From an optimization exercise on the open Yosys and OpenROAD flow, aimed at small area; shortcuts taken in it are not production practice.
The RTL was checked by simulation tests, not by an equivalence proof against the original design.

// top
module top
  (
    input clk,
    input rstn,
    input en,
    input [15 : 0] xin,
    output y
  );
  integer i;
  function [23 : 0] add24;
    input [23 : 0] a;
    input [23 : 0] b;
    input ci;
    integer k;
    reg c;
    begin
      c = ci;
      for (k = 0; k < 24; k = k + 1)
      begin
        add24[k] = a[k] ^ b[k] ^ c;
        c = (a[k] & b[k]) | (c & (a[k] ^ b[k]));
      end
    end
  endfunction
  function geu16;
    input [15 : 0] a;
    input [15 : 0] b;
    integer k;
    reg c;
    begin
      c = 1'b1;
      for (k = 0; k < 16; k = k + 1)
        c = (a[k] & ~b[k]) | (c & (a[k] | ~b[k]));
      geu16 = c;
    end
  endfunction
  function ges16;
    input [15 : 0] a;
    input [15 : 0] b;
    begin
      ges16 = geu16({~a[15], a[14 : 0]}, {~b[15], b[14 : 0]});
    end
  endfunction
  function [23 : 0] sx16;
    input [15 : 0] a;
    begin
      sx16 = {{8{a[15]}}, a};
    end
  endfunction
  reg [5 : 0] vcnt;
  wire vld1 = |vcnt;
  wire vld6 = vcnt[5] | vcnt[4] | vcnt[3] | (vcnt[2] & vcnt[1]);
  wire vld12 = vcnt[5] | vcnt[4] | (vcnt[3] & vcnt[2]);
  wire vld16 = vcnt[5] | vcnt[4];
  wire vld29 = vcnt[5] | (vcnt[4] & vcnt[3] & vcnt[2] & (vcnt[1] | vcnt[0]));
  wire vld32 = vcnt[5];
  reg [15 : 0] lx [0 : 11];
  reg [15 : 0] ly0_r, ly1_r;
  wire [15 : 0] ly0 = vld1 ? ly0_r : 16'd0;
  wire [15 : 0] ly1 = vld1 ? ly1_r : 16'd0;
  wire [15 : 0] lx0 = vld1 ? lx[0] : 16'd0;
  ...
Size in the first run: roughly 5800 cells after synthesis, roughly 1800 flip-flops, ~20 I/O pins, roughly 84000 um2 of cells after synthesis.
clock: 80.0 ns
lec_check: 0
abc_area: 1
cap_margin: 20
core_margin: 2
core_utilization: 65
cts_cluster_diameter: 90
cts_cluster_size: 24
slew_margin: 20
standard.sh (not shown) runs the stock make flow with config.mk's settings and CLKGATE_MAP_FILE= SYNTH_SCRIPT=/design/flow/synth_recipe.tcl, a recipe that flattens the netlist after the stock synthesis.
==> flow/flow/run.sh <==
#!/bin/bash
# Standard layout, except that synthesis maps the logic with an area-oriented
# ABC script (flow/abc_area.script).  Yosys, its register handling and every
# later step are the standard ones: synthesis runs with a copy of the ORFS
# scripts folder that differs only in abc_area.script, and the remaining
# steps run with the stock scripts.
set -euo pipefail
here=$(pwd)
rm -rf "$here/synth_scripts"
cp -r "$FLOW_HOME/scripts" "$here/synth_scripts"
cp "$here/flow/abc_area.script" "$here/synth_scripts/abc_area.script"
SCRIPTS_DIR="$here/synth_scripts" bash standard.sh synth > "$here/synth.log" 2>&1
bash standard.sh > "$here/layout.log" 2>&1
==> flow/flow/abc_area.script <==
strash
dc2
dch -f
amap -m -F 2 -A 8
topo
stime -c
Change:
--- a/flow/design.v
+++ b/flow/design.v
@@ -38,12 +38,29 @@
     input [15 : 0] a;
     input [15 : 0] b;
     begin
       ges16 = geu16({~a[15], a[14 : 0]}, {~b[15], b[14 : 0]});
     end
   endfunction
+  function gec16;
+    input [15 : 0] a;
+    input [15 : 0] b;
+    input ci;
+    integer k;
+    reg c;
+    reg [15 : 0] x;
+    reg [15 : 0] z;
+    begin
+      x = {~a[15], a[14 : 0]};
+      z = {~b[15], b[14 : 0]};
+      c = ci;
+      for (k = 0; k < 16; k = k + 1)
+        c = (x[k] & ~z[k]) | (c & (x[k] | ~z[k]));
+      gec16 = c;
+    end
+  endfunction
   function [23 : 0] sx16;
     input [15 : 0] a;
     begin
       sx16 = {{8{a[15]}}, a};
     end
   endfunction
@@ -337,25 +354,21 @@
   wire [23 : 0] rrmiss_w = add24(rm_a, qsm, 1'b0);
   wire [15 : 0] rrlow = rrlow_w[15 : 0];
   wire [15 : 0] rrhigh = rrhigh_w[15 : 0];
   wire [15 : 0] rrmiss = rrmiss_w[15 : 0];
   wire s200ms_flag = fl200i;
   wire rru = spu & (state == 2'd3);
-  wire pi_gt_t1 = ~ges16(thri_1, peak_i);
-  wire pi_ge_t1 = ges16(peak_i, thri_1);
-  wire pf_gt_t1 = ~ges16(thrf_1, peak_f_best);
-  wire pf_ge_t1 = ges16(peak_f_best, thrf_1);
+  wire pi_t1 = gec16(peak_i, thri_1, state[0]);
+  wire pf_t1 = gec16(peak_f_best, thrf_1, state[0]);
   wire pi_gt_max = ~ges16(spk_i, peak_i);
   wire pf_gt_max = ~ges16(spk_f, peak_f_best);
   wire pi_gt_sb = ~ges16(peak_i_sb, peak_i);
   wire rr_ge_72 = (|rrc[15 : 7]) | (rrc[6] & (rrc[5] | rrc[4] | rrc[3]));
   wire rr_gt_miss = ~geu16(rrmiss, rrc);
   wire sbi_ge_t2 = ges16(peak_i_sb, thri_2);
   wire sbf_ge_t2 = ges16(peak_f_sb, thrf_2);
-  wire [23 : 0] mean_i = add24({8'd0, npk_i}, {8'd0, peak_i}, 1'b0);
-  wire [23 : 0] mean_f = add24({8'd0, npk_f}, {8'd0, peak_f_best}, 1'b0);
   always @(posedge clk or negedge rstn)
   begin
     if (!rstn)
     begin
       init_thrs <= 0;
       load <= 0;
@@ -388,13 +401,13 @@
         end
         2'd2:
         begin
           init_thrs <= 0;
           if (s200ms_flag == 1)
           begin
-            if (pi_gt_t1 && pf_gt_t1)
+            if (pi_t1 && pf_t1)
               spu <= 1;
             else
             begin
               npu <= 1;
               load <= 1;
             end
@@ -413,13 +426,13 @@
           end
         end
         2'd3:
         begin
           if (s200ms_flag == 1)
           begin
-            if (pi_ge_t1 && pf_ge_t1)
+            if (pi_t1 && pf_t1)
             begin
               npu <= 0;
               spu <= 1;
             end
             else
             begin
@@ -447,30 +460,27 @@
       if (load == 1)
         load <= 0;
     end
   end
   wire [15 : 0] sel_i = load ? 16'd0 : peak_i;
   wire [15 : 0] sel_f = load ? 16'd0 : peak_f;
-  function [15 : 0] upd8;
-    input [15 : 0] p;
-    input [15 : 0] k;
-    reg [23 : 0] w;
-    reg [23 : 0] b;
-    reg c;
-    begin
-      w = add24(sx16(p), ~sx16(k), 1'b1);                  
-      b = add24({{3{w[23]}}, w[23 : 3]}, sx16(k), 1'b0);    
-      c = b[16] ? (w[2] & (w[1] | w[0])) : w[2];
-      b = add24(b, 24'd0, c);
-      upd8 = b[15 : 0];
-    end
-  endfunction
   wire [15 : 0] base_i = spu ? spk_i : npk_i;
   wire [15 : 0] base_f = spu ? spk_f : npk_f;
-  wire [15 : 0] new_i = upd8(sel_i, base_i);
-  wire [15 : 0] new_f = upd8(sel_f, base_f);
+  wire learn = ~state[1];
+  wire [23 : 0] w_i = add24(sx16(sel_i), ~sx16(base_i), 1'b1);
+  wire [23 : 0] w_f = add24(sx16(sel_f), ~sx16(base_f), 1'b1);
+  wire [23 : 0] b_i = add24(learn ? {8'd0, peak_i} : {{3{w_i[23]}}, w_i[23 : 3]}, sx16(base_i), 1'b0);
+  wire [23 : 0] b_f = add24(learn ? {8'd0, peak_f_best} : {{3{w_f[23]}}, w_f[23 : 3]}, sx16(base_f), 1'b0);
+  wire c_i = b_i[16] ? (w_i[2] & (w_i[1] | w_i[0])) : w_i[2];
+  wire c_f = b_f[16] ? (w_f[2] & (w_f[1] | w_f[0])) : w_f[2];
+  wire [23 : 0] n_i = add24(b_i, 24'd0, c_i);
+  wire [23 : 0] n_f = add24(b_f, 24'd0, c_f);
+  wire [15 : 0] new_i = n_i[15 : 0];
+  wire [15 : 0] new_f = n_f[15 : 0];
+  wire [23 : 0] mean_i = b_i;
+  wire [23 : 0] mean_f = b_f;
   wire [15 : 0] nspk_i = init_thrs ? (spk_i >> 1) : (spu ? new_i : spk_i);
   wire [15 : 0] nnpk_i = init_thrs ? (npk_i >> 3) : (npu ? new_i : npk_i);
   wire [15 : 0] nspk_f = init_thrs ? (spk_f >> 1) : (spu ? new_f : spk_f);
   wire [15 : 0] nnpk_f = init_thrs ? (npk_f >> 3) : (npu ? new_f : npk_f);
   function [31 : 0] thr;
     input [15 : 0] s;
@@ -616,13 +626,13 @@
         peak_f_sb <= 0;
       end
       else
       begin
         if (s200ms_flag)
         begin
-          if (pi_ge_t1 && pf_ge_t1)
+          if (pi_t1 && pf_t1)
           begin
             peak_i_sb <= 0;
             peak_f_sb <= 0;
           end
           else if (pi_gt_sb && rr_ge_72)
           begin
What happened:
- core utilization came out higher by 0.39 points
- count of clock-buffer cells in the layout drops by 4
- cell area shrinks by 0.45%
- sequential cell count does not change
- non-clock buffer count grows by 7
- register-to-register slack improved by 1200 ps

## re-timing with driven ports
The results above use ideal ports. As a check the final layouts listed here were re-extracted and re-timed, cells and wires unchanged. Step 1, drivers: a clkbuf_16 drives clk and a buf_2 each remaining input, both assumed. Step 2 also shifts input and output timing later by t, the mid clock arrival at the registers, as if the neighbouring blocks saw the same clock. Slacks: ideal / step 1 / step 2; pairs: ideal / step 1.
run	t, ns	slack for setup (ns)	worst hold slack (ns)	worst setup path after step 2	worst slew at a driven data input, ns
the first run	0.783	40.711 / 40.711 / 40.711	0.396 / 0.396 / 0.396	register to register	0.08
the second run	0.784	41.922 / 41.922 / 41.922	0.411 / 0.411 / 0.411	register to register	0.11
After both steps every run listed still meets setup and hold.
